This is an optimization exercise on Yosys and OpenROAD, whose aim is small area and a short achievable clock period, not a production implementation. Where RTL was checked, it was by simulation tests only, not by an equivalence proof against the original. Power figures rest on the tool's default switching activity, not on a simulated workload.

==> flow/design.v <==
module IEEE754_AdderSubtract
(
	input clock,
	input resetn,
	input [31:0] a,
	input [31:0] b,
	output [31:0] y
);
	wire [7:0]  ea = a[30:23];
	wire [7:0]  eb = b[30:23];
	wire [7:0]  d;                               
	wire        ge;                              
	bk_add #(8) u_dba (eb, ~ea, 1'b1, d, ge);
	wire [3:0]  dt  = {1'b0, ea[7:5]} - {1'b0, eb[7:5]};
	wire        big = (dt == 4'd1)  ? (ea[4:0] >= eb[4:0]) :
	                  (dt == 4'hf)  ? (eb[4:0] >= ea[4:0]) : (dt != 4'd0);
	reg         v1, sa1, sb1, ge1, big1;
	reg  [7:0]  eg1;
	reg  [4:0]  d1;
	reg  [22:0] ma1, mb1;
	always @(posedge clock) begin
		v1   <= resetn;
		sa1  <= a[31];
		sb1  <= b[31];
		ge1  <= ge;
		eg1  <= ge ? eb : ea;
		big1 <= big;
		d1   <= d[4:0];
		ma1  <= a[22:0];
		mb1  <= b[22:0];
	end
	wire        sg1  = ge1 ? sb1 : sa1;
	wire        sub1 = sa1 ^ sb1;
	wire [22:0] mg = ge1 ? mb1 : ma1;
	wire [23:0] mw = ge1 ? {1'b1, ma1} : {2'b01, mb1[22:1]};
	wire [4:0]  she = big1 ? {4'b1011, ge1} : (d1 ^ {5{~ge1}});
	wire [23:0] sm = mw >> she;
	wire [24:0] A = {2'b01, mg};
	wire [24:0] B = {1'b0, sm} ^ {25{sub1}};
	wire [24:0] p = A ^ B;
	wire [24:0] gc;                              
	wire [24:0] pc;                              
	wire        co;
	bk_prefix #(25, 16) u_pre (A & B, p, gc, pc, co);
	wire        neg = sub1 & ~co;
	wire [24:0] r = p ^ (gc | (pc & {25{co}})) ^ {25{neg}};
	wire        s = sg1 ^ neg;
	wire [4:0]  c;                               
	wire        nz;                              
	lzc32 u_lzc ({r, 7'b0}, c, nz);
	wire [24:0] n1 = c[4] ? {r[8:0], 16'b0} : r;
	wire [24:0] n2 = c[3] ? {n1[16:0], 8'b0} : n1;
	wire [24:0] n3 = c[2] ? {n2[20:0], 4'b0} : n2;
	wire [24:0] n4 = c[0] ? {n3[23:0], 1'b0} : n3;
	wire [7:0]  egp;
	bk_add #(8) u_inc (eg1, 8'd0, 1'b1, egp, );
	reg         s2, k2;
	reg  [7:0]  egp2;
	reg  [4:0]  nlz2;                            
	reg  [23:0] n42;
	always @(posedge clock)
		k2 <= c[1];                              
	always @(posedge clock) begin
		if (!resetn || !v1) begin
			s2   <= 1'b0;
			egp2 <= 8'd0;
			nlz2 <= 5'h1f;                       
			n42  <= 24'd0;
		end else begin
			s2   <= s;
			egp2 <= egp;
			nlz2 <= ~{c[4:2], c[1] & nz, c[0]};  
			n42  <= n4[23:0];
		end
	end
	wire [23:0] n5 = k2 ? {n42[21:0], 2'b0} : n42;
	wire [2:0]  ehd;
	wire [4:0]  elo;
	wire        nb;                              
	bk_add #(3, 2) u_dec (egp2[7:5], 3'b111, 1'b0, ehd, );
	sk_add6 u_exp (egp2[4:0], nlz2, elo, nb);
	assign y = {s2, nb ? egp2[7:5] : ehd, elo, n5[23:1]};
endmodule
module bk_prefix #(parameter N = 8, parameter TOPD = 4)
(
	input  [N-1:0] g,
	input  [N-1:0] p,
	output [N-1:0] gc,
	output [N-1:0] pc,
	output         co
);
	reg [N-1:0] G, P, Gn, Pn;
	integer i, d;
	always @(*) begin
		G = g;
		P = p;
		for (d = 1; d < N; d = d * 2) begin
			Gn = G; Pn = P;
			for (i = 2*d-1; i < N; i = i + 2*d) begin
				Gn[i] = G[i] | (P[i] & G[i-d]);
				Pn[i] = P[i] & P[i-d];
			end
			G = Gn; P = Pn;
		end
		for (d = TOPD; d >= 1; d = d / 2) begin
			Gn = G; Pn = P;
			for (i = 3*d-1; i < N; i = i + 2*d) begin
				Gn[i] = G[i] | (P[i] & G[i-d]);
				Pn[i] = P[i] & P[i-d];
			end
			G = Gn; P = Pn;
		end
	end
	assign gc = {G[N-2:0], 1'b0};
	assign pc = {P[N-2:0], 1'b1};
	assign co = G[N-1];
endmodule
module bk_add #(parameter N = 8, parameter TOPD = 4)
(
	input  [N-1:0] x,
	input  [N-1:0] y,
	input          ci,
	output [N-1:0] s,
	output         co
);
	wire [N-1:0] p = x ^ y;
	wire [N-1:0] gc, pc;
	wire         c;
	bk_prefix #(N, TOPD) u_pre (x & y, p, gc, pc, c);
	assign s  = p ^ (gc | (pc & {N{ci}}));
	assign co = c | (&p & ci);
endmodule
module lzc32
(
	input  [31:0] x,
	output [4:0]  c,
	output        v
);
	wire [3:0] ch, cl;
	wire       vh, vl;
	lzc16 u_h (x[31:16], ch, vh);
	lzc16 u_l (x[15:0],  cl, vl);
	assign v = vh | vl;
	assign c = vh ? {1'b0, ch} : {1'b1, cl};
endmodule
module lzc16
(
	input  [15:0] x,
	output [3:0]  c,
	output        v
);
	wire [2:0] ch, cl;
	wire       vh, vl;
	lzc8 u_h (x[15:8], ch, vh);
	lzc8 u_l (x[7:0],  cl, vl);
	assign v = vh | vl;
	assign c = vh ? {1'b0, ch} : {1'b1, cl};
endmodule
module lzc8
(
	input  [7:0] x,
	output [2:0] c,
	output       v
);
	wire [1:0] ch, cl;
	wire       vh, vl;
	lzc4 u_h (x[7:4], ch, vh);
	lzc4 u_l (x[3:0], cl, vl);
	assign v = vh | vl;
	assign c = vh ? {1'b0, ch} : {1'b1, cl};
endmodule
module lzc4
(
	input  [3:0] x,
	output [1:0] c,
	output       v
);
	assign v = |x;
	assign c[1] = ~(x[3] | x[2]);
	assign c[0] = ~(x[3] | (~x[2] & x[1]));
endmodule
module sk_add6
(
	input  [4:0] x,
	input  [4:0] y,
	output [4:0] s,
	output       co
);
	wire [5:0] g = {x & y, 1'b1};
	wire [5:0] p = {x ^ y, 1'b0};
	wire g10 = g[1] | (p[1] & g[0]);
	wire g32 = g[3] | (p[3] & g[2]);
	wire p32 = p[3] & p[2];
	wire g54 = g[5] | (p[5] & g[4]);
	wire p54 = p[5] & p[4];
	wire g20 = g[2] | (p[2] & g10);
	wire g30 = g32 | (p32 & g10);
	wire g40 = g[4] | (p[4] & g30);
	wire g50 = g54 | (p54 & g30);
	assign s  = p[5:1] ^ {g40, g30, g20, g10, g[0]};
	assign co = g50;
endmodule
clock: 22.0 ns
lec_check: 0
abc_area: 1
cap_margin: 20
core_margin: 2
core_utilization: 60
cts_buf_list: sky130_fd_sc_hd__clkbuf_8
gpl_timing_driven: 0
slew_margin: 20
standard.sh (not shown) runs the stock make flow with config.mk's settings and CLKGATE_MAP_FILE= SYNTH_SCRIPT=/design/flow/synth_recipe.tcl, a recipe that flattens the netlist after the stock synthesis.
==> flow/flow/run.sh <==
#!/bin/bash
# The standard layout, with two changes to how it is made:
#  - the smallest plain buffer (buf_1) as the port buffer on every input and output;
#  - repair_timing aims for 15.5 ns of setup slack (the clock and constraints are unchanged).
set -euo pipefail
bash standard.sh finish "BUFFER_PORTS_ARGS=-buffer_cell sky130_fd_sc_hd__buf_1" SETUP_SLACK_MARGIN=15.5 > standard_flow.log 2>&1
Rerun with:
--- a/flow/design.v
+++ b/flow/design.v
@@ -9,30 +9,26 @@
 	wire [7:0]  ea = a[30:23];
 	wire [7:0]  eb = b[30:23];
 	wire [7:0]  d;                               
 	wire        ge;                              
 	bk_add #(8) u_dba (eb, ~ea, 1'b1, d, ge);
-	wire [3:0]  dt  = {1'b0, ea[7:5]} - {1'b0, eb[7:5]};
-	wire        big = (dt == 4'd1)  ? (ea[4:0] >= eb[4:0]) :
-	                  (dt == 4'hf)  ? (eb[4:0] >= ea[4:0]) : (dt != 4'd0);
-	reg         v1, sa1, sb1, ge1, big1;
+	wire        big = ge ? (|d[7:5]) : (~&d[7:5] | (d == 8'he0));
+	reg         v1, sg1, sub1, ge1, big1;
 	reg  [7:0]  eg1;
 	reg  [4:0]  d1;
 	reg  [22:0] ma1, mb1;
 	always @(posedge clock) begin
 		v1   <= resetn;
-		sa1  <= a[31];
-		sb1  <= b[31];
+		sg1  <= ge ? b[31] : a[31];
+		sub1 <= a[31] ^ b[31];
 		ge1  <= ge;
 		eg1  <= ge ? eb : ea;
 		big1 <= big;
 		d1   <= d[4:0];
 		ma1  <= a[22:0];
 		mb1  <= b[22:0];
 	end
-	wire        sg1  = ge1 ? sb1 : sa1;
-	wire        sub1 = sa1 ^ sb1;
 	wire [22:0] mg = ge1 ? mb1 : ma1;
 	wire [23:0] mw = ge1 ? {1'b1, ma1} : {2'b01, mb1[22:1]};
 	wire [4:0]  she = big1 ? {4'b1011, ge1} : (d1 ^ {5{~ge1}});
 	wire [23:0] sm = mw >> she;
 	wire [24:0] A = {2'b01, mg};
What happened:
- final area fell slightly
- maximum frequency climbs slightly
- utilization is lower by 0.27 points
- flip-flop and latch count is unchanged
- setup slack is better by 76 ps
Only the layout flow was run in the first run of this note; the RTL was not checked for function there.


RTL: the design.v shown in full above, as it stands there.
==> flow/config.mk <==
export PLATFORM = sky130hd
export DESIGN_NAME = IEEE754_AdderSubtract
export DESIGN_NICKNAME = IEEE754_AdderSubtract
export VERILOG_FILES = /design/flow/design.v
export SDC_FILE = /design/flow/constraint.sdc
export NUM_CORES = 4
export LEC_CHECK = 0
export ABC_AREA = 1
export CAP_MARGIN = 20
export CORE_MARGIN = 2
export CORE_UTILIZATION = 60
export CTS_BUF_LIST = sky130_fd_sc_hd__clkbuf_8
export GPL_TIMING_DRIVEN = 0
export SLEW_MARGIN = 20
==> flow/constraint.sdc <==
create_clock -name core_clock -period 22.0 [get_ports {clock}]
set_input_delay 4.4000 -clock core_clock [delete_from_list [all_inputs] [get_ports {clock}]]
set_output_delay 4.4000 -clock core_clock [all_outputs]
set_load 0.01 [all_outputs]
==> flow/flow/run.sh <==
#!/bin/bash
# The standard layout, with two changes to how it is made:
#  - the smallest plain buffer (buf_1) as the port buffer on every input and output;
#  - repair_timing aims for 15.6 ns of setup slack (the clock and constraints are unchanged).
set -euo pipefail
bash standard.sh finish "BUFFER_PORTS_ARGS=-buffer_cell sky130_fd_sc_hd__buf_1" SETUP_SLACK_MARGIN=15.6 > standard_flow.log 2>&1
Edit:
--- a/flow/design.v
+++ b/flow/design.v
@@ -14,24 +14,26 @@
 	wire [3:0]  dt  = {1'b0, ea[7:5]} - {1'b0, eb[7:5]};
 	wire        big = (dt == 4'd1)  ? (ea[4:0] >= eb[4:0]) :
 	                  (dt == 4'hf)  ? (eb[4:0] >= ea[4:0]) : (dt != 4'd0);
 	reg         v1, sa1, sb1, ge1, big1;
-	reg  [7:0]  eg1;
+	reg  [7:0]  ea1, eb1;
 	reg  [4:0]  d1;
 	reg  [22:0] ma1, mb1;
 	always @(posedge clock) begin
 		v1   <= resetn;
 		sa1  <= a[31];
 		sb1  <= b[31];
 		ge1  <= ge;
-		eg1  <= ge ? eb : ea;
+		ea1  <= ea;
+		eb1  <= eb;
 		big1 <= big;
 		d1   <= d[4:0];
 		ma1  <= a[22:0];
 		mb1  <= b[22:0];
 	end
 	wire        sg1  = ge1 ? sb1 : sa1;
 	wire        sub1 = sa1 ^ sb1;
+	wire [7:0]  eg1  = ge1 ? eb1 : ea1;
 	wire [22:0] mg = ge1 ? mb1 : ma1;
 	wire [23:0] mw = ge1 ? {1'b1, ma1} : {2'b01, mb1[22:1]};
 	wire [4:0]  she = big1 ? {4'b1011, ge1} : (d1 ^ {5{~ge1}});
 	wire [23:0] sm = mw >> she;
@@ -53,33 +55,31 @@
 	wire [24:0] n3 = c[2] ? {n2[20:0], 4'b0} : n2;
 	wire [24:0] n4 = c[0] ? {n3[23:0], 1'b0} : n3;
 	wire [7:0]  egp;
 	bk_add #(8) u_inc (eg1, 8'd0, 1'b1, egp, );
-	reg         s2, k2;
+	reg         s2;
 	reg  [7:0]  egp2;
-	reg  [4:0]  nlz2;                            
+	reg  [4:0]  lz2;
 	reg  [23:0] n42;
-	always @(posedge clock)
-		k2 <= c[1];                              
 	always @(posedge clock) begin
 		if (!resetn || !v1) begin
 			s2   <= 1'b0;
 			egp2 <= 8'd0;
-			nlz2 <= 5'h1f;                       
+			lz2  <= 5'd0;
 			n42  <= 24'd0;
 		end else begin
 			s2   <= s;
 			egp2 <= egp;
-			nlz2 <= ~{c[4:2], c[1] & nz, c[0]};  
+			lz2  <= {c[4:2], c[1] & nz, c[0]};   
 			n42  <= n4[23:0];
 		end
 	end
-	wire [23:0] n5 = k2 ? {n42[21:0], 2'b0} : n42;
+	wire [23:0] n5 = lz2[1] ? {n42[21:0], 2'b0} : n42;
 	wire [2:0]  ehd;
 	wire [4:0]  elo;
 	wire        nb;                              
 	bk_add #(3, 2) u_dec (egp2[7:5], 3'b111, 1'b0, ehd, );
-	sk_add6 u_exp (egp2[4:0], nlz2, elo, nb);
+	bk_add #(5) u_exp (egp2[4:0], ~lz2, 1'b1, elo, nb);
 	assign y = {s2, nb ? egp2[7:5] : ehd, elo, n5[23:1]};
 endmodule
 module bk_prefix #(parameter N = 8, parameter TOPD = 4)
 (
@@ -178,25 +178,4 @@
 	assign v = |x;
 	assign c[1] = ~(x[3] | x[2]);
 	assign c[0] = ~(x[3] | (~x[2] & x[1]));
 endmodule
-module sk_add6
-(
-	input  [4:0] x,
-	input  [4:0] y,
-	output [4:0] s,
-	output       co
-);
-	wire [5:0] g = {x & y, 1'b1};
-	wire [5:0] p = {x ^ y, 1'b0};
-	wire g10 = g[1] | (p[1] & g[0]);
-	wire g32 = g[3] | (p[3] & g[2]);
-	wire p32 = p[3] & p[2];
-	wire g54 = g[5] | (p[5] & g[4]);
-	wire p54 = p[5] & p[4];
-	wire g20 = g[2] | (p[2] & g10);
-	wire g30 = g32 | (p32 & g10);
-	wire g40 = g[4] | (p[4] & g30);
-	wire g50 = g54 | (p54 & g30);
-	assign s  = p[5:1] ^ {g40, g30, g20, g10, g[0]};
-	assign co = g50;
-endmodule
Combinational power goes up slightly.
Via count goes up by a few percent.
Die area goes up by a few percent.
Final area goes up by a few percent.
Sequential cell count goes up by 7.
Area after synthesis goes up by a few percent.
Worst setup slack is worse by 0.28 ns.
Power goes up by a few percent.
No run of this note included a check of the RTL's function; only the layout flow was run.


Starts from the design.v that is shown in full above.
export LEC_CHECK = 0
export ABC_AREA = 1
export CAP_MARGIN = 20
export CORE_MARGIN = 2
export CORE_UTILIZATION = 60
export CTS_BUF_LIST = sky130_fd_sc_hd__clkbuf_8
export GPL_TIMING_DRIVEN = 0
export SLEW_MARGIN = 20
create_clock -name core_clock -period 22.0 [get_ports {clock}]
==> flow/flow/run.sh <==
#!/bin/bash
# The standard layout, with two changes to how it is made:
#  - the smallest plain buffer (buf_1) as the port buffer on every input and output;
#  - repair_timing aims for 15.7 ns of setup slack (the clock and constraints are unchanged).
set -euo pipefail
bash standard.sh finish "BUFFER_PORTS_ARGS=-buffer_cell sky130_fd_sc_hd__buf_1" SETUP_SLACK_MARGIN=15.7 > standard_flow.log 2>&1
Then changed:
--- a/flow/design.v
+++ b/flow/design.v
@@ -8,32 +8,28 @@
 );
 	wire [7:0]  ea = a[30:23];
 	wire [7:0]  eb = b[30:23];
 	wire [7:0]  d;                               
 	wire        ge;                              
 	bk_add #(8) u_dba (eb, ~ea, 1'b1, d, ge);
-	wire [3:0]  dt  = {1'b0, ea[7:5]} - {1'b0, eb[7:5]};
-	wire        big = (dt == 4'd1)  ? (ea[4:0] >= eb[4:0]) :
-	                  (dt == 4'hf)  ? (eb[4:0] >= ea[4:0]) : (dt != 4'd0);
-	reg         v1, sa1, sb1, ge1, big1;
+	wire        big = ge ? (|d[7:5]) : (~&d[7:5] | (d == 8'he0));
+	reg         v1, sg1, sub1, ge1, big1;
 	reg  [7:0]  eg1;
 	reg  [4:0]  d1;
 	reg  [22:0] ma1, mb1;
 	always @(posedge clock) begin
 		v1   <= resetn;
-		sa1  <= a[31];
-		sb1  <= b[31];
+		sg1  <= ge ? b[31] : a[31];
+		sub1 <= a[31] ^ b[31];
 		ge1  <= ge;
 		eg1  <= ge ? eb : ea;
 		big1 <= big;
 		d1   <= d[4:0];
 		ma1  <= a[22:0];
 		mb1  <= b[22:0];
 	end
-	wire        sg1  = ge1 ? sb1 : sa1;
-	wire        sub1 = sa1 ^ sb1;
 	wire [22:0] mg = ge1 ? mb1 : ma1;
 	wire [23:0] mw = ge1 ? {1'b1, ma1} : {2'b01, mb1[22:1]};
 	wire [4:0]  she = big1 ? {4'b1011, ge1} : (d1 ^ {5{~ge1}});
 	wire [23:0] sm = mw >> she;
 	wire [24:0] A = {2'b01, mg};
 	wire [24:0] B = {1'b0, sm} ^ {25{sub1}};
The changed run completed without violations. Non-clock buffer count went down by 1. Wire length went down by a few percent. Area after synthesis went down slightly. Total power went up by about a fifth. Final area went down slightly. Worst hold slack loses 0.013 ns. Worst setup slack loses 0.068 ns. Cell count went down by a few percent. Combinational power went up by a quarter to a third. Via count went down by a few percent. Count of clock-buffer cells in the layout went down by 1. Register-to-register slack gains 0.09 ns. Global-route usage went down by 0.95 points.
The RTL of the first run of this note was laid out without a check of its function.

[what the ideal ports hide]
The results above use ideal ports. As a check the final layouts listed here were re-extracted and re-timed, cells and wires unchanged.
Step 1: set_driving_cell puts a clkbuf_16 on clock and a buf_2 on each other input, an assumption about the parent block.
Step 2 also shifts input and output timing later by t, the mid clock arrival at the registers, as if the neighbouring blocks saw the same clock.
Three values: ideal ports, drivers, drivers and shift; two values: the first two.
run	t (ns)	setup slack, ns	latest minus earliest clock arrival (ns)	worst slew at a driven data input, ns	pins driven straight from the clock port
the first run of note 1	0.421	15.629 / 15.588 / 15.415	0.021 / 0.022	0.04	1
the second run of note 1	0.407	15.705 / 15.668 / 15.342	0.014 / 0.014	0.04	1
the first run of note 2	0.422	15.702 / 15.661 / 15.477	0.019 / 0.019	0.04	1
the second run of note 2	0.432	15.426 / 15.387 / 15.819	0.019 / 0.020	0.04	1
the first run of note 3	0.425	15.768 / 15.727 / 15.526	0.020 / 0.020	0.04	1
the second run of note 3	0.411	15.700 / 15.711 / 15.300	0.015 / 0.016	0.03	1
After both steps setup and hold are still met in every run listed. The setup slack of the second run of note 3, which loses most, moves by +0.011 ns with the drivers and by -0.400 ns with both steps.
